Background: an optimization exercise with open tools, aiming at small area and a short achievable clock period. Do not read the settings as production practice.
RTL that was checked went through simulation tests only; none was proved equivalent to the original.
Only the layout flow was run in runs 2 and 3; the RTL was not checked for function there.
Power and IR drop assume default switching activity.

==> flow/design.v, too long to show whole: its modules and the start of the top module <==
// module flp32_mac_5stg: 5074 lines
// module fa1: 6 lines
module flp32_mac_5stg(
	clk,
	nrst,
	i_a,
	i_b,
	i_c,
	i_valid,
	o_p,
	o_sign,
	o_zero,
	o_nan,
	o_inf,
	o_valid
);
  // ...
==> flow/flow/run.sh <==
#!/bin/bash
export BUFFER_PORTS_ARGS="-buffer_cell sky130_fd_sc_hd__buf_2"
bash standard.sh > standard.log 2>&1
==> flow/standard.sh <==
#!/bin/bash
# synth_recipe.tcl (not shown) runs the flow's synth.tcl, then flattens the netlist and writes it again
# the make line also repeats each setting of config.mk as NAME=value (left out here)
make -C /OpenROAD-flow-scripts/flow DESIGN_CONFIG=/design/flow/config.mk WORK_HOME=/design/flow/orfs CLKGATE_MAP_FILE= SYNTH_SCRIPT=/design/flow/synth_recipe.tcl "${@:-finish}"
==> flow/config.mk <==
export PLATFORM = sky130hd
export DESIGN_NAME = flp32_mac_5stg
export DESIGN_NICKNAME = flp32_mac_5stg
export VERILOG_FILES = /design/flow/design.v
export SDC_FILE = /design/flow/constraint.sdc
export NUM_CORES = 4
export LEC_CHECK = 0
export CAP_MARGIN = 20
export CORE_MARGIN = 2
export CORE_UTILIZATION = 40
export SLEW_MARGIN = 65
export SYNTH_HIERARCHICAL = 1
export SYNTH_MINIMUM_KEEP_SIZE = 0
==> flow/constraint.sdc <==
create_clock -name core_clock -period 14.0 [get_ports {clk}]
set_input_delay 2.8000 -clock core_clock [delete_from_list [all_inputs] [get_ports {clk}]]
set_output_delay 2.8000 -clock core_clock [all_outputs]
set_load 0.01 [all_outputs]
==> summary.md, run 1 <==
| Metric | Value |
|---|---|
| F_max | 0.246 GHz |
| Crit path buf inv count | 3 |
| Status | finished clean |
| Grt ovf | 0 |
| Design area | 0.0491 mm2 |
| Internal Pwr Total | 0.00666 W |
| Place WS | 9.56 ns |
| Initial antenna violation count | 1 |
| Kind of critical path | reg -> reg |
| Hold Violations, Final | 0 |
| Top-count cell post-synth | nand2_1 |
| First-pass DRT Iterations | 6 |
| Post-Synth Adder-Cell Area | 0.316 |
| Mapped Area | 0.0437 mm2 |
| Crit Reg-Reg Startpoint | fc0[15] |
| CTS tree | built |
| Post-synth top cells | nand2_1, dfxtp_1, fa_1, inv_1, ha_1 |
| R2R depth | 11 |
| Worst EP arrival | 4.67 ns |
| Synth top area cells | dfxtp_1, fa_1, ha_1 |
| Fin cells | 6058 |
| GR Util met3 | 0.0382 |
| Combinational share of power | 0.578 |
| Post-synth ARST share | 0.0110 |
| Critical Path Sink Type | flip-flop |
| Most used cell, CP | fa_1 |
| CTS Sinks | 635 |
| Worst Setup Start Kind | flip-flop |
| P_seq | roughly 0.0030 W |
==> inputs of run 2 (changes only) <==
--- a/flow/design.v
+++ b/flow/design.v
@@ -3431,112 +3431,112 @@
 wire c_s393;
 wire c_s394;
 wire c_s395;
 wire c_s396;
 wire c_s397;
 wire c_s398;
 wire c_s399;
 wire c_s400;
-assign c_g1 = ~ns[0] & ~nc[0];
-assign c_p2 = ~ns[0] ^ ~nc[0];
-assign c_g3 = ~ns[1] & ~nc[1];
-assign c_p4 = ~ns[1] ^ ~nc[1];
-assign c_g5 = ~ns[2] & ~nc[2];
-assign c_p6 = ~ns[2] ^ ~nc[2];
-assign c_g7 = ~ns[3] & ~nc[3];
-assign c_p8 = ~ns[3] ^ ~nc[3];
-assign c_g9 = ~ns[4] & ~nc[4];
-assign c_p10 = ~ns[4] ^ ~nc[4];
-assign c_g11 = ~ns[5] & ~nc[5];
-assign c_p12 = ~ns[5] ^ ~nc[5];
-assign c_g13 = ~ns[6] & ~nc[6];
-assign c_p14 = ~ns[6] ^ ~nc[6];
-assign c_g15 = ~ns[7] & ~nc[7];
-assign c_p16 = ~ns[7] ^ ~nc[7];
-assign c_g17 = ~ns[8] & ~nc[8];
-assign c_p18 = ~ns[8] ^ ~nc[8];
-assign c_g19 = ~ns[9] & ~nc[9];
-assign c_p20 = ~ns[9] ^ ~nc[9];
-assign c_g21 = ~ns[10] & ~nc[10];
-assign c_p22 = ~ns[10] ^ ~nc[10];
-assign c_g23 = ~ns[11] & ~nc[11];
-assign c_p24 = ~ns[11] ^ ~nc[11];
-assign c_g25 = ~ns[12] & ~nc[12];
-assign c_p26 = ~ns[12] ^ ~nc[12];
-assign c_g27 = ~ns[13] & ~nc[13];
-assign c_p28 = ~ns[13] ^ ~nc[13];
-assign c_g29 = ~ns[14] & ~nc[14];
-assign c_p30 = ~ns[14] ^ ~nc[14];
-assign c_g31 = ~ns[15] & ~nc[15];
-assign c_p32 = ~ns[15] ^ ~nc[15];
-assign c_g33 = ~ns[16] & ~nc[16];
-assign c_p34 = ~ns[16] ^ ~nc[16];
-assign c_g35 = ~ns[17] & ~nc[17];
-assign c_p36 = ~ns[17] ^ ~nc[17];
-assign c_g37 = ~ns[18] & ~nc[18];
-assign c_p38 = ~ns[18] ^ ~nc[18];
-assign c_g39 = ~ns[19] & ~nc[19];
-assign c_p40 = ~ns[19] ^ ~nc[19];
-assign c_g41 = ~ns[20] & ~nc[20];
-assign c_p42 = ~ns[20] ^ ~nc[20];
-assign c_g43 = ~ns[21] & ~nc[21];
-assign c_p44 = ~ns[21] ^ ~nc[21];
-assign c_g45 = ~ns[22] & ~nc[22];
-assign c_p46 = ~ns[22] ^ ~nc[22];
-assign c_g47 = ~ns[23] & ~nc[23];
-assign c_p48 = ~ns[23] ^ ~nc[23];
-assign c_g49 = ~ns[24] & ~nc[24];
-assign c_p50 = ~ns[24] ^ ~nc[24];
-assign c_g51 = ~ns[25] & ~nc[25];
-assign c_p52 = ~ns[25] ^ ~nc[25];
-assign c_g53 = ~ns[26] & ~nc[26];
-assign c_p54 = ~ns[26] ^ ~nc[26];
-assign c_g55 = ~ns[27] & ~nc[27];
-assign c_p56 = ~ns[27] ^ ~nc[27];
-assign c_g57 = ~ns[28] & ~nc[28];
-assign c_p58 = ~ns[28] ^ ~nc[28];
-assign c_g59 = ~ns[29] & ~nc[29];
-assign c_p60 = ~ns[29] ^ ~nc[29];
-assign c_g61 = ~ns[30] & ~nc[30];
-assign c_p62 = ~ns[30] ^ ~nc[30];
-assign c_g63 = ~ns[31] & ~nc[31];
-assign c_p64 = ~ns[31] ^ ~nc[31];
-assign c_g65 = ~ns[32] & ~nc[32];
-assign c_p66 = ~ns[32] ^ ~nc[32];
-assign c_g67 = ~ns[33] & ~nc[33];
-assign c_p68 = ~ns[33] ^ ~nc[33];
-assign c_g69 = ~ns[34] & ~nc[34];
-assign c_p70 = ~ns[34] ^ ~nc[34];
-assign c_g71 = ~ns[35] & ~nc[35];
-assign c_p72 = ~ns[35] ^ ~nc[35];
-assign c_g73 = ~ns[36] & ~nc[36];
-assign c_p74 = ~ns[36] ^ ~nc[36];
-assign c_g75 = ~ns[37] & ~nc[37];
-assign c_p76 = ~ns[37] ^ ~nc[37];
-assign c_g77 = ~ns[38] & ~nc[38];
-assign c_p78 = ~ns[38] ^ ~nc[38];
-assign c_g79 = ~ns[39] & ~nc[39];
-assign c_p80 = ~ns[39] ^ ~nc[39];
-assign c_g81 = ~ns[40] & ~nc[40];
-assign c_p82 = ~ns[40] ^ ~nc[40];
-assign c_g83 = ~ns[41] & ~nc[41];
-assign c_p84 = ~ns[41] ^ ~nc[41];
-assign c_g85 = ~ns[42] & ~nc[42];
-assign c_p86 = ~ns[42] ^ ~nc[42];
-assign c_g87 = ~ns[43] & ~nc[43];
-assign c_p88 = ~ns[43] ^ ~nc[43];
-assign c_g89 = ~ns[44] & ~nc[44];
-assign c_p90 = ~ns[44] ^ ~nc[44];
-assign c_g91 = ~ns[45] & ~nc[45];
-assign c_p92 = ~ns[45] ^ ~nc[45];
-assign c_g93 = ~ns[46] & ~nc[46];
-assign c_p94 = ~ns[46] ^ ~nc[46];
-assign c_g95 = ~ns[47] & ~nc[47];
-assign c_p96 = ~ns[47] ^ ~nc[47];
+assign c_g1 = ns[0] & nc[0];
+assign c_p2 = ns[0] ^ nc[0];
+assign c_g3 = ns[1] & nc[1];
+assign c_p4 = ns[1] ^ nc[1];
+assign c_g5 = ns[2] & nc[2];
+assign c_p6 = ns[2] ^ nc[2];
+assign c_g7 = ns[3] & nc[3];
+assign c_p8 = ns[3] ^ nc[3];
+assign c_g9 = ns[4] & nc[4];
+assign c_p10 = ns[4] ^ nc[4];
+assign c_g11 = ns[5] & nc[5];
+assign c_p12 = ns[5] ^ nc[5];
+assign c_g13 = ns[6] & nc[6];
+assign c_p14 = ns[6] ^ nc[6];
+assign c_g15 = ns[7] & nc[7];
+assign c_p16 = ns[7] ^ nc[7];
+assign c_g17 = ns[8] & nc[8];
+assign c_p18 = ns[8] ^ nc[8];
+assign c_g19 = ns[9] & nc[9];
+assign c_p20 = ns[9] ^ nc[9];
+assign c_g21 = ns[10] & nc[10];
+assign c_p22 = ns[10] ^ nc[10];
+assign c_g23 = ns[11] & nc[11];
+assign c_p24 = ns[11] ^ nc[11];
+assign c_g25 = ns[12] & nc[12];
+assign c_p26 = ns[12] ^ nc[12];
+assign c_g27 = ns[13] & nc[13];
+assign c_p28 = ns[13] ^ nc[13];
+assign c_g29 = ns[14] & nc[14];
+assign c_p30 = ns[14] ^ nc[14];
+assign c_g31 = ns[15] & nc[15];
+assign c_p32 = ns[15] ^ nc[15];
+assign c_g33 = ns[16] & nc[16];
+assign c_p34 = ns[16] ^ nc[16];
+assign c_g35 = ns[17] & nc[17];
+assign c_p36 = ns[17] ^ nc[17];
+assign c_g37 = ns[18] & nc[18];
+assign c_p38 = ns[18] ^ nc[18];
+assign c_g39 = ns[19] & nc[19];
+assign c_p40 = ns[19] ^ nc[19];
+assign c_g41 = ns[20] & nc[20];
+assign c_p42 = ns[20] ^ nc[20];
+assign c_g43 = ns[21] & nc[21];
+assign c_p44 = ns[21] ^ nc[21];
+assign c_g45 = ns[22] & nc[22];
+assign c_p46 = ns[22] ^ nc[22];
+assign c_g47 = ns[23] & nc[23];
+assign c_p48 = ns[23] ^ nc[23];
+assign c_g49 = ns[24] & nc[24];
+assign c_p50 = ns[24] ^ nc[24];
+assign c_g51 = ns[25] & nc[25];
+assign c_p52 = ns[25] ^ nc[25];
+assign c_g53 = ns[26] & nc[26];
+assign c_p54 = ns[26] ^ nc[26];
+assign c_g55 = ns[27] & nc[27];
+assign c_p56 = ns[27] ^ nc[27];
+assign c_g57 = ns[28] & nc[28];
+assign c_p58 = ns[28] ^ nc[28];
+assign c_g59 = ns[29] & nc[29];
+assign c_p60 = ns[29] ^ nc[29];
+assign c_g61 = ns[30] & nc[30];
+assign c_p62 = ns[30] ^ nc[30];
+assign c_g63 = ns[31] & nc[31];
+assign c_p64 = ns[31] ^ nc[31];
+assign c_g65 = ns[32] & nc[32];
+assign c_p66 = ns[32] ^ nc[32];
+assign c_g67 = ns[33] & nc[33];
+assign c_p68 = ns[33] ^ nc[33];
+assign c_g69 = ns[34] & nc[34];
+assign c_p70 = ns[34] ^ nc[34];
+assign c_g71 = ns[35] & nc[35];
+assign c_p72 = ns[35] ^ nc[35];
+assign c_g73 = ns[36] & nc[36];
+assign c_p74 = ns[36] ^ nc[36];
+assign c_g75 = ns[37] & nc[37];
+assign c_p76 = ns[37] ^ nc[37];
+assign c_g77 = ns[38] & nc[38];
+assign c_p78 = ns[38] ^ nc[38];
+assign c_g79 = ns[39] & nc[39];
+assign c_p80 = ns[39] ^ nc[39];
+assign c_g81 = ns[40] & nc[40];
+assign c_p82 = ns[40] ^ nc[40];
+assign c_g83 = ns[41] & nc[41];
+assign c_p84 = ns[41] ^ nc[41];
+assign c_g85 = ns[42] & nc[42];
+assign c_p86 = ns[42] ^ nc[42];
+assign c_g87 = ns[43] & nc[43];
+assign c_p88 = ns[43] ^ nc[43];
+assign c_g89 = ns[44] & nc[44];
+assign c_p90 = ns[44] ^ nc[44];
+assign c_g91 = ns[45] & nc[45];
+assign c_p92 = ns[45] ^ nc[45];
+assign c_g93 = ns[46] & nc[46];
+assign c_p94 = ns[46] ^ nc[46];
+assign c_g95 = ns[47] & nc[47];
+assign c_p96 = ns[47] ^ nc[47];
 assign c_g97 = c_g3 | (c_p4 & c_g1);
 assign c_p98 = c_p4 & c_p2;
 assign c_g99 = c_g7 | (c_p8 & c_g5);
 assign c_p100 = c_p8 & c_p6;
 assign c_g101 = c_g11 | (c_p12 & c_g9);
 assign c_p102 = c_p12 & c_p10;
 assign c_g103 = c_g15 | (c_p16 & c_g13);
 assign c_p104 = c_p16 & c_p14;
@@ -3783,112 +3783,112 @@
 assign c_g345 = c_g281 | (c_p282 & c_g319);
 assign c_p346 = c_p282 & c_p320;
 assign c_g347 = c_g283 | (c_p284 & c_g319);
 assign c_p348 = c_p284 & c_p320;
 assign c_g349 = c_g285 | (c_p286 & c_g319);
 assign c_p350 = c_p286 & c_p320;
 assign c_g351 = c_g287 | (c_p288 & c_g319);
 assign c_p352 = c_p288 & c_p320;
-assign c_s353 = c_p2;
-assign c_s354 = c_p4 ^ c_g1;
-assign c_s355 = c_p6 ^ c_g97;
-assign c_s356 = c_p8 ^ c_g145;
-assign c_s357 = c_p10 ^ c_g147;
-assign c_s358 = c_p12 ^ c_g193;
-assign c_s359 = c_p14 ^ c_g195;
-assign c_s360 = c_p16 ^ c_g197;
-assign c_s361 = c_p18 ^ c_g199;
-assign c_s362 = c_p20 ^ c_g241;
-assign c_s363 = c_p22 ^ c_g243;
-assign c_s364 = c_p24 ^ c_g245;
-assign c_s365 = c_p26 ^ c_g247;
-assign c_s366 = c_p28 ^ c_g249;
-assign c_s367 = c_p30 ^ c_g251;
-assign c_s368 = c_p32 ^ c_g253;
-assign c_s369 = c_p34 ^ c_g255;
-assign c_s370 = c_p36 ^ c_g289;
-assign c_s371 = c_p38 ^ c_g291;
-assign c_s372 = c_p40 ^ c_g293;
-assign c_s373 = c_p42 ^ c_g295;
-assign c_s374 = c_p44 ^ c_g297;
-assign c_s375 = c_p46 ^ c_g299;
-assign c_s376 = c_p48 ^ c_g301;
-assign c_s377 = c_p50 ^ c_g303;
-assign c_s378 = c_p52 ^ c_g305;
-assign c_s379 = c_p54 ^ c_g307;
-assign c_s380 = c_p56 ^ c_g309;
-assign c_s381 = c_p58 ^ c_g311;
-assign c_s382 = c_p60 ^ c_g313;
-assign c_s383 = c_p62 ^ c_g315;
-assign c_s384 = c_p64 ^ c_g317;
-assign c_s385 = c_p66 ^ c_g319;
-assign c_s386 = c_p68 ^ c_g321;
-assign c_s387 = c_p70 ^ c_g323;
-assign c_s388 = c_p72 ^ c_g325;
-assign c_s389 = c_p74 ^ c_g327;
-assign c_s390 = c_p76 ^ c_g329;
-assign c_s391 = c_p78 ^ c_g331;
-assign c_s392 = c_p80 ^ c_g333;
-assign c_s393 = c_p82 ^ c_g335;
-assign c_s394 = c_p84 ^ c_g337;
-assign c_s395 = c_p86 ^ c_g339;
-assign c_s396 = c_p88 ^ c_g341;
-assign c_s397 = c_p90 ^ c_g343;
-assign c_s398 = c_p92 ^ c_g345;
-assign c_s399 = c_p94 ^ c_g347;
-assign c_s400 = c_p96 ^ c_g349;
-assign p2[0] = c_s353;
-assign p2[1] = c_s354;
-assign p2[2] = c_s355;
-assign p2[3] = c_s356;
-assign p2[4] = c_s357;
-assign p2[5] = c_s358;
-assign p2[6] = c_s359;
-assign p2[7] = c_s360;
-assign p2[8] = c_s361;
-assign p2[9] = c_s362;
-assign p2[10] = c_s363;
-assign p2[11] = c_s364;
-assign p2[12] = c_s365;
-assign p2[13] = c_s366;
-assign p2[14] = c_s367;
-assign p2[15] = c_s368;
-assign p2[16] = c_s369;
-assign p2[17] = c_s370;
-assign p2[18] = c_s371;
-assign p2[19] = c_s372;
-assign p2[20] = c_s373;
-assign p2[21] = c_s374;
-assign p2[22] = c_s375;
-assign p2[23] = c_s376;
-assign p2[24] = c_s377;
-assign p2[25] = c_s378;
-assign p2[26] = c_s379;
-assign p2[27] = c_s380;
-assign p2[28] = c_s381;
-assign p2[29] = c_s382;
-assign p2[30] = c_s383;
-assign p2[31] = c_s384;
-assign p2[32] = c_s385;
-assign p2[33] = c_s386;
-assign p2[34] = c_s387;
-assign p2[35] = c_s388;
-assign p2[36] = c_s389;
-assign p2[37] = c_s390;
-assign p2[38] = c_s391;
-assign p2[39] = c_s392;
-assign p2[40] = c_s393;
-assign p2[41] = c_s394;
-assign p2[42] = c_s395;
-assign p2[43] = c_s396;
-assign p2[44] = c_s397;
-assign p2[45] = c_s398;
-assign p2[46] = c_s399;
-assign p2[47] = c_s400;
+assign c_s353 = c_p2 ^ 1'b1;
+assign c_s354 = c_p4 ^ (c_g1 | (c_p2 & 1'b1));
+assign c_s355 = c_p6 ^ (c_g97 | (c_p98 & 1'b1));
+assign c_s356 = c_p8 ^ (c_g145 | (c_p146 & 1'b1));
+assign c_s357 = c_p10 ^ (c_g147 | (c_p148 & 1'b1));
+assign c_s358 = c_p12 ^ (c_g193 | (c_p194 & 1'b1));
+assign c_s359 = c_p14 ^ (c_g195 | (c_p196 & 1'b1));
+assign c_s360 = c_p16 ^ (c_g197 | (c_p198 & 1'b1));
+assign c_s361 = c_p18 ^ (c_g199 | (c_p200 & 1'b1));
+assign c_s362 = c_p20 ^ (c_g241 | (c_p242 & 1'b1));
+assign c_s363 = c_p22 ^ (c_g243 | (c_p244 & 1'b1));
+assign c_s364 = c_p24 ^ (c_g245 | (c_p246 & 1'b1));
+assign c_s365 = c_p26 ^ (c_g247 | (c_p248 & 1'b1));
+assign c_s366 = c_p28 ^ (c_g249 | (c_p250 & 1'b1));
+assign c_s367 = c_p30 ^ (c_g251 | (c_p252 & 1'b1));
+assign c_s368 = c_p32 ^ (c_g253 | (c_p254 & 1'b1));
+assign c_s369 = c_p34 ^ (c_g255 | (c_p256 & 1'b1));
+assign c_s370 = c_p36 ^ (c_g289 | (c_p290 & 1'b1));
+assign c_s371 = c_p38 ^ (c_g291 | (c_p292 & 1'b1));
+assign c_s372 = c_p40 ^ (c_g293 | (c_p294 & 1'b1));
+assign c_s373 = c_p42 ^ (c_g295 | (c_p296 & 1'b1));
+assign c_s374 = c_p44 ^ (c_g297 | (c_p298 & 1'b1));
+assign c_s375 = c_p46 ^ (c_g299 | (c_p300 & 1'b1));
+assign c_s376 = c_p48 ^ (c_g301 | (c_p302 & 1'b1));
+assign c_s377 = c_p50 ^ (c_g303 | (c_p304 & 1'b1));
+assign c_s378 = c_p52 ^ (c_g305 | (c_p306 & 1'b1));
+assign c_s379 = c_p54 ^ (c_g307 | (c_p308 & 1'b1));
+assign c_s380 = c_p56 ^ (c_g309 | (c_p310 & 1'b1));
+assign c_s381 = c_p58 ^ (c_g311 | (c_p312 & 1'b1));
+assign c_s382 = c_p60 ^ (c_g313 | (c_p314 & 1'b1));
+assign c_s383 = c_p62 ^ (c_g315 | (c_p316 & 1'b1));
+assign c_s384 = c_p64 ^ (c_g317 | (c_p318 & 1'b1));
+assign c_s385 = c_p66 ^ (c_g319 | (c_p320 & 1'b1));
+assign c_s386 = c_p68 ^ (c_g321 | (c_p322 & 1'b1));
+assign c_s387 = c_p70 ^ (c_g323 | (c_p324 & 1'b1));
+assign c_s388 = c_p72 ^ (c_g325 | (c_p326 & 1'b1));
+assign c_s389 = c_p74 ^ (c_g327 | (c_p328 & 1'b1));
+assign c_s390 = c_p76 ^ (c_g329 | (c_p330 & 1'b1));
+assign c_s391 = c_p78 ^ (c_g331 | (c_p332 & 1'b1));
+assign c_s392 = c_p80 ^ (c_g333 | (c_p334 & 1'b1));
+assign c_s393 = c_p82 ^ (c_g335 | (c_p336 & 1'b1));
+assign c_s394 = c_p84 ^ (c_g337 | (c_p338 & 1'b1));
+assign c_s395 = c_p86 ^ (c_g339 | (c_p340 & 1'b1));
+assign c_s396 = c_p88 ^ (c_g341 | (c_p342 & 1'b1));
+assign c_s397 = c_p90 ^ (c_g343 | (c_p344 & 1'b1));
+assign c_s398 = c_p92 ^ (c_g345 | (c_p346 & 1'b1));
+assign c_s399 = c_p94 ^ (c_g347 | (c_p348 & 1'b1));
+assign c_s400 = c_p96 ^ (c_g349 | (c_p350 & 1'b1));
+assign p2[0] = ~c_s353;
+assign p2[1] = ~c_s354;
+assign p2[2] = ~c_s355;
+assign p2[3] = ~c_s356;
+assign p2[4] = ~c_s357;
+assign p2[5] = ~c_s358;
+assign p2[6] = ~c_s359;
+assign p2[7] = ~c_s360;
+assign p2[8] = ~c_s361;
+assign p2[9] = ~c_s362;
+assign p2[10] = ~c_s363;
+assign p2[11] = ~c_s364;
+assign p2[12] = ~c_s365;
+assign p2[13] = ~c_s366;
+assign p2[14] = ~c_s367;
+assign p2[15] = ~c_s368;
+assign p2[16] = ~c_s369;
+assign p2[17] = ~c_s370;
+assign p2[18] = ~c_s371;
+assign p2[19] = ~c_s372;
+assign p2[20] = ~c_s373;
+assign p2[21] = ~c_s374;
+assign p2[22] = ~c_s375;
+assign p2[23] = ~c_s376;
+assign p2[24] = ~c_s377;
+assign p2[25] = ~c_s378;
+assign p2[26] = ~c_s379;
+assign p2[27] = ~c_s380;
+assign p2[28] = ~c_s381;
+assign p2[29] = ~c_s382;
+assign p2[30] = ~c_s383;
+assign p2[31] = ~c_s384;
+assign p2[32] = ~c_s385;
+assign p2[33] = ~c_s386;
+assign p2[34] = ~c_s387;
+assign p2[35] = ~c_s388;
+assign p2[36] = ~c_s389;
+assign p2[37] = ~c_s390;
+assign p2[38] = ~c_s391;
+assign p2[39] = ~c_s392;
+assign p2[40] = ~c_s393;
+assign p2[41] = ~c_s394;
+assign p2[42] = ~c_s395;
+assign p2[43] = ~c_s396;
+assign p2[44] = ~c_s397;
+assign p2[45] = ~c_s398;
+assign p2[46] = ~c_s399;
+assign p2[47] = ~c_s400;
 wire [47:0] sga48 = { 1'b0, sga1, 23'd0 };
 wire big = |shamt1[7:6];
 wire [5:0] sh = shamt1[5:0] | {6{big}};
 wire [47:0] jmask = ~({48{1'b1}} << sh);
 wire [47:0] jm = { jmask[46:0], 1'b1 };
 wire [47:0] rt = ns ^ nc;
 wire [47:0] rk = ~(ns & nc);
 wire [47:0] pz = ~(rt ^ { rk[46:0], 1'b0 });
==> summary.md, run 2 <==
| Metric | Value |
|---|---|
| Mean post-synth cell area | 9.96 um2 |
| Crit path largest cell delay | 0.57 ns |
| Kind of critical path | reg -> reg |
| Layout area overhead | 12.0% |
| GRT met1 Usage | 0.274 |
| Critical Path Sink Type | flip-flop |
| # IOs | 136 |
| Worst hold path type | reg -> reg |
| Fin cells | 5860 (-3.3%) |
| Worst EP arrival | 4.71 ns (+0.04 ns) |
| Crit path time final | approximately 4.1 ns |
| Worst Setup Start Kind | flip-flop |
| M2 GR Usage | 0.371 |
| Remaining DRCs | 0 |
| TritonCTS buffer count | ~70 |
| Crit Reg-Reg Startpoint | fb0[6] |
| Drt wl/cell | 21.0 um |
| Ant diodes | 0 |
| CTS Buffer Depth | 3 |
| Layout Nets | 5284 |
| Clk slew on worst S/H paths | 0.06 ns |
| Max Cap Violations | 0 |
| Post-synth top area share | 0.292 |
| First-pass GRT wire length | about 190000 um |
| Setup TNS | 0 ns |
| R2R depth | 11 (unchanged) |
| Synth area leader | dfxtp_1 |
| Cts hold-fix bufs | 0 |
| Post-synth ARST share | 0.0110 (unchanged) |
| Clock latency (worst-skew pair) | roughly 0.67 ns |
| Core area | 0.107 mm2 |
| Post-CTS resize count | 0 |
| Lkg Pwr | around 20 nW |
| Port buffer count | 135 |
| RSZ-0062 raised after global routing | no |
| Crit-path cells | buf_4, nand2_1, fa_1, fa_1, fa_1, fa_1, fa_1, fa_1, inv_1, ha_1, inv_1 |
| Most used cell, CP | fa_1 |
| Dpl hpwl | approximately 90000 um |
| Ys flop type | dfxtp_1 |
| Die Area | 0.110 mm2 |
| Hold path cells | 0 |
| Number of global-route vias before repair | around 32000 |
| CTS tree | built |
| Worst Max-Slew Pin Slew | 0.495 ns |
| DIE HEIGHT | approximately 330 um |
| Inst Count DP | 5729 |
| Seq cells post-synth | 635 |
| Util after Layout | 0.451 |
| Most common cell after layout, fill and taps aside | nand2_1 |
| Post-CTS Setup Repair Bufs | 0 |
| DR vias | 31400 |
| GR Util met3 | 0.0422 (+0.00399) |
| Busiest grt layer | met2 |
| Final ANT Viol Nets | 0 |
| Synth top area cells | dfxtp_1, fa_1, ha_1 |
| F_max | 0.244 GHz (-0.82%) |
| Initial antenna violation count | 1 (unchanged) |
| First-pass DRT Iterations | 6 (unchanged) |
| Worst slew margin relative to its limit | 0.667 |
| Drt initial violations | 2423 |
| Initial Utilization | 0.402 |
| Hold Crit Start | ae_exp3[1] |
| Rows | 120 |
| Post-synth top cells | nand2_1, dfxtp_1, fa_1, inv_1, ha_1 |
| Power consumption | 0.0118 W |
| Max H-tree Level | 3 |
| Worst IR Drop VDD | between 0.0002 and 0.00025 V |
| Crit-path max FO | 13 |
| Hold Violations, Final | 0 (unchanged) |
| Filler cells | 10200 |
| Post-synth EDFFs | 0 |
| Register-to-register path setup slack | approximately 9.9 ns |
| Setup violators final | 0 |
| Share of layout cells above drive strength 1 | 0.104 |
| Die extent in x | around 330 um |
| Top-count cell post-synth | nand2_1 |
| Grt ovf | 0 (unchanged) |
| Power per cell area | 245 mW/mm2 |
| Largest reg by FF count | a_sg4 |
| Most frequent cells in the layout | nand2_1, dfxtp_1, fa_1 |
| Register area share after synthesis | 0.296 |
| Clock root buffer | clkbuf_16 |
| Routed vias/inst | 5.35 |
| WHS | 0.326 ns |
| Yosys cell types | 82 |
| Period utilisation layout | 0.293 |
| Slew Viols, Final | 0 |
| Final Skew | around 0.044 ns |
| Mapped Area | 0.0430 mm2 (-1.6%) |
| Final WL | between 100000 and 150000 um |
| Crit Reg-Reg Endpoint | r2_1[24] |
| Largest net degree at the start of global routing | between 70 and 80 |
| Syn Nets | 5199 |
| Total GRT Usage | 0.220 |
| CP required | ~15 ns |
| Max reg flops | between 40 and 50 |
| Hold Path Sink | ae_exp4[1] |
| Ys Warns | 7 |
| Status | finished clean |
| CTS Sinks | 635 (unchanged) |
| Post-synthesis cell count | 4318 |
| Worst path slowest cell | fa_1 |
| RD Place Congestion | ~0.94 |
[run 2: layout make-up]
type | instances | area [um2] | share of cell area
Clock buffer | 89 | 1960 | 0.0406
Clock inverter | 39 | 616 | 0.0128
Inverter | 360 | 1360 | 0.0283
Multi-Input combinational cell | 3118 | 28400 | 0.589
Sequential cell | 635 | 12800 | 0.265
Tap cell | 1403 | 1760 | 0.0364
Timing Repair Buffer | 216 | 1320 | 0.0273
[run 2: how the worst max path moves through the flow]
stage	startpoint	endpoint	slack, ns	cells after the start
after floorplan	i_b[23]	sbc0[8]	9.73	10
after global placement	i_c[23]	sbc0[8]	9.47	11
after detailed placement	i_c[23]	sbc0[8]	9.48	11
after CTS	fb0[6]	r2_1[25]	9.95	8
after global routing	fb0[6]	r2_1[24]	9.77	11
final	fb0[6]	r2_1[24]	9.90	11
[run 2: cells by family after synthesis]
group           Yosys count  share of synthesized area
fa+ha+maj               782                      0.317
flops                   635                      0.296
simple gates           1171                      0.121
buf+inv                 565                     0.0505
mux                     255                     0.0622
compound gates          667                      0.103
xor+xnor                243                     0.0495
[run 2: metrics by stage]
stage,area (um2),worst slack (ns)
2_1_floorplan,43000,9.73
5_1_grt,48200,9.77
3_3_place_gp,45200,9.47
3_5_place_dp,45500,9.48
6_report,48200,9.90
4_1_cts,48100,9.95
[run 2: per-layer routing]
| metal | part of all wire | vias to the layer above | wire length, um |
|---|---|---|---|
| li1 | - | 14600 | - |
| met1 | 0.42 | 15300 | 51400 |
| met2 | 0.47 | 1196 | 58300 |
| met3 | 0.064 | 326 | 7860 |
| met4 | 0.045 | 0 | 5490 |
| met5 | 0 | - | 0 |
[run 2: where the power goes]
group | total (W) | leakage (nW) | internal (W) | switching, W
Clock | 0.00201 | 1.23 | 0.00118 | 0.000827
Sequential | 0.00306 | 5.34 | 0.00248 | 0.000587
Combinational | 0.00670 | 13.4 | 0.00286 | 0.00384
Total | 0.0118 | 20.0 | 0.00652 | 0.00525
[run 2: worst max-delay path: cells and delay by family, from the launching register on]
family | cells | cell delay, ns
simple gates | 1 | 0.12
fa+ha+maj | 7 | 2.91
buf+inv | 3 | 0.47
flops | 1 | 0.54
[run 2: per-module statistics from Yosys, one instance, submodules excluded]
module	times used	cells inside
fa1	484	1
flp32_mac_5stg	1	3834
==> inputs of run 3 (changes only) <==
--- a/flow/config.mk
+++ b/flow/config.mk
@@ -8,6 +8,7 @@
 export CAP_MARGIN = 20
 export CORE_MARGIN = 2
 export CORE_UTILIZATION = 40
+export CTS_BUF_LIST = sky130_fd_sc_hd__clkbuf_8
 export SLEW_MARGIN = 65
 export SYNTH_HIERARCHICAL = 1
 export SYNTH_MINIMUM_KEEP_SIZE = 0
==> summary.md, run 3 <==
| Metric | Value |
|---|---|
| Syn Nets | 5199 (unchanged) |
| Crit-path max FO | 13 (unchanged) |
| Yosys cell types | 82 (unchanged) |
| Switching Fraction | 0.452 (+0.00547) |
| DIE HEIGHT | 332 um (unchanged) |
| Core area | 0.107 mm2 (unchanged) |
| Period utilisation layout | 0.293 (+0.000600) |
| Total GRT Usage | 0.220 (about the same) |
| Die extent in x | 332 um (unchanged) |
| Worst Setup Start Kind | flip-flop |
| Grt ovf | 0 (unchanged) |
| Post-synth ARST share | 0.0110 (unchanged) |
| Max Cap Violations | 0 (unchanged) |
| Max H-tree Level | 3 (unchanged) |
| Worst Max-Slew Pin Slew | 0.495 ns (-0.000347 ns) |
| Number of global-route vias before repair | 32800 (+1.0%) |
| Ys flop type | dfxtp_1 |
| Worst slew margin relative to its limit | 0.668 (+0.00151) |
| Largest net degree at the start of global routing | 77 (unchanged) |
| Cts hold-fix bufs | 0 (unchanged) |
| Critical Path Sink Type | flip-flop |
| Final WL | 123000 um (about the same) |
| Final ANT Viol Nets | 0 (unchanged) |
| Worst hold path type | reg -> reg |
| Post-synth EDFFs | 0 (unchanged) |
| NetSw | 0.00525 W (-0.13%) |
| CTS Sinks | 635 (unchanged) |
| Clock latency (worst-skew pair) | 0.79 ns (+0.12 ns) |
| Clk slew on worst S/H paths | 0.06 ns (about the same) |
| Share of layout cells above drive strength 1 | 0.115 (+0.0104) |
| Most frequent cells in the layout | nand2_1, dfxtp_1, fa_1 |
| Rows | 120 (unchanged) |
| Post-CTS resize count | 0 (unchanged) |
| Crit path time final | 4.11 ns (+0.00840 ns) |
| Register share of total power | 0.263 (+0.003) |
| Fin cells | 5926 (+1.1%) |
| Port buffer count | 135 (unchanged) |
| Combinational share of power | 0.579 (+0.010) |
| Mapped Area | 0.0430 mm2 (unchanged) |
| Hold Violations, Final | 0 (unchanged) |
| Post-synth top area share | 0.292 (unchanged) |
| TritonCTS buffer count | 106 (+47%) |
| Layout area overhead | 11.7% |
| Final Skew | 0.0589 ns (+0.0153 ns) |
| Dpl hpwl | 92300 um (unchanged) |
| CP required | 14.73 ns (+0.12 ns) |
| # IOs | 136 (unchanged) |
| CTS tree | built |
| Die Area | 0.110 mm2 (unchanged) |
| Routed vias/inst | 5.33 (-0.35%) |
| Clock root buffer | clkbuf_8 |
| Power per cell area | 242 mW/mm2 (-1.0%) |
| Post-synthesis cell count | 4318 (unchanged) |
| Synth area leader | dfxtp_1 |
| Max reg flops | 49 (unchanged) |
| Top-count cell post-synth | nand2_1 |
| Worst EP arrival | 4.84 ns (+0.13 ns) |
| Slew Viols, Final | 0 (unchanged) |
| Filler cells | 10300 (+0.45%) |
| Post-synth top cells | nand2_1, dfxtp_1, fa_1, inv_1, ha_1 |
| First-pass DRT Iterations | 6 (unchanged) |
| Kind of critical path | reg -> reg |
| Setup TNS | 0 ns (unchanged) |
| DR vias | 31600 (+0.77%) |
| Setup violators final | 0 (unchanged) |
| Drt initial violations | 2355 (-2.8%) |
| RSZ-0062 raised after global routing | no |
| Remaining DRCs | 0 (unchanged) |
| First-pass GRT wire length | 189000 um (+0.20%) |
| Inst Count DP | 5729 (unchanged) |
| Clock power share | 0.158 (-0.013) |
| Mean post-synth cell area | 9.96 um2 (unchanged) |
| F_max | 0.243 GHz (-0.20%) |
| Post-CTS Setup Repair Bufs | 0 (unchanged) |
| Most common cell after layout, fill and taps aside | nand2_1 |
| Register area share after synthesis | 0.296 (unchanged) |
| Layout Nets | 5318 (+0.64%) |
| Seq cells post-synth | 635 (unchanged) |
| Drt wl/cell | 20.8 um (-1.0%) |
| Ys Warns | 7 (unchanged) |
| Internal Pwr Total | 0.00637 W (-2.3%) |
| Lkg Pwr | 20.0 nW (+0.38%) |
| Synth top area cells | dfxtp_1, fa_1, ha_1 |
| Initial Utilization | 0.402 (unchanged) |
| Worst IR Drop VDD | 0.000143 V (-29%) |
| CTS Buffer Depth | 3 (unchanged) |
| RD Place Congestion | 0.944 (unchanged) |
| Largest reg by FF count | a_sg4 |
| Status | finished clean |
| Initial antenna violation count | 1 (unchanged) |
==> run 3: changes by cell type in the layout (fill, tap and decap cells not counted), moves of 2 or more <==
cell	delta
inv_1	+16
clkbuf_1	-8
clkinvlp_4	-3
clkinv_16	-4
clkinv_1	+3
clkinv_2	+11
clkbuf_16	-72
clkbuf_8	+118
clkinv_4	+2
==> run 3: final timing paths <==
kind | cells after the start | endpoint | startpoint | slack [ns]
max reg2reg | 11 | r2_1[24] | fb0[6] | 9.89
min | 0 | ae_exp4[7] | ae_exp3[7] | 0.32
max in group asynchronous | 1 | vld[2] | nrst | 12.01
min in group asynchronous | 1 | vld[6] | nrst | 1.85
max | 11 | r2_1[24] | fb0[6] | 9.89
min reg2reg | 0 | ae_exp4[7] | ae_exp3[7] | 0.32
==> run 3: Yosys stat by module, one instance, submodules excluded <==
module	cells	times used	flops+latches	area [um2]
fa1	1	484	0	20.0
flp32_mac_5stg	3834	1	635	33300
==> run 3: logic make-up (layout without fill, tap and decap cells) <==
group	Yosys count	in the layout	synth area share
DFF	635	635	0.296
xor gates and xnor gates	243	243	0.0495
AOI/OAI and AO/OA	667	667	0.103
muxes	255	255	0.0622
and+or+nand+nor	1171	1171	0.121
buffers and inverters	565	769	0.0505
other	0	1	0
adders and majority gates	782	782	0.317
==> run 3: per-layer routing <==
metal,share of wire,vias to the layer above,global-route usage
li1,-,14700,-
met1,0.42,15400,0.272
met2,0.48,1261,0.374
met3,0.062,310,0.0427
met4,0.040,0,0.0946
met5,0,-,0
==> run 3: layout make-up <==
type | instances | area [um2] | area share
Inverter | 360 | 1360 | 0.0283
Sequential cell | 635 | 12800 | 0.266
Multi-Input combinational cell | 3118 | 28400 | 0.591
Antenna cell | 1 | 2.50 | 0.0000521
Clock buffer | 127 | 1750 | 0.0364
Tap cell | 1403 | 1760 | 0.0366
Timing Repair Buffer | 216 | 1320 | 0.0274
Clock inverter | 66 | 679 | 0.0141
==> run 3: power by group through the flow <==
stage | Combinational, W | Sequential [W] | Clock (W)
global route | 0.00744 | 0.00312 | 0.00196
floorplan | 0.00473 | 0.00282 | 0
detailed placement | 0.00666 | 0.00309 | 0
CTS | 0.00670 | 0.00305 | 0.00189
global placement | 0.00651 | 0.00307 | 0
finish | 0.00672 | 0.00306 | 0.00184
==> run 3: worst max-delay path, cell delays in order (launching register included) <==
cell     delay [ns]
dfxtp_2        0.54
buf_4          0.34
nand2_1        0.12
fa_1           0.57
fa_1           0.45
fa_1           0.43
fa_1           0.42
fa_1           0.44
fa_1           0.38
inv_1          0.07
ha_1           0.23
inv_1          0.05
==> run 3: stage by stage <==
step	total power [W]	utilization	hold WS, ns	setup WS, ns	area, um2
final	0.0116	0.449	0.319	9.89	48000
after floorplan	0.00755	-	0.310	9.73	43000
after global placement	0.00958	0.422	0.311	9.47	45200
after CTS	0.0116	0.448	0.324	9.85	47900
after detailed placement	0.00975	0.426	0.312	9.48	45500
after global routing	0.0125	0.449	0.322	9.80	48000

[port drivers added, routing unchanged]
In the flow no input, the clock included, has a driving cell. The finished layouts below were timed again as built, in two steps.
Step 1, drivers: a clkbuf_16 drives clk and a buf_2 each remaining input, both assumed.
Step 2 moves the port delays by t, midway between the first and last clock arrival at a register: inputs arrive t later, outputs are due t later. That takes back most of the time a late clock gives input paths.
Slacks: ideal / step 1 / step 2; pairs: ideal / step 1.
| run | shift t [ns] | setup slack, ns | latest minus earliest clock arrival (ns) | cell pins on the clock port's net |
|---|---|---|---|---|
| run 1 | 0.716 | 9.934 / 9.934 / 9.543 | 0.064 / 0.064 | 1 |
| run 2 | 0.719 | 9.901 / 9.901 / 9.455 | 0.046 / 0.046 | 1 |
| run 3 | 0.832 | 9.892 / 9.862 / 9.464 | 0.061 / 0.061 | 1 |
After both steps setup and hold are still met in every run listed. The setup slack of run 2, which loses most, moves by 0.000 ns with the drivers and by -0.446 ns with both steps.
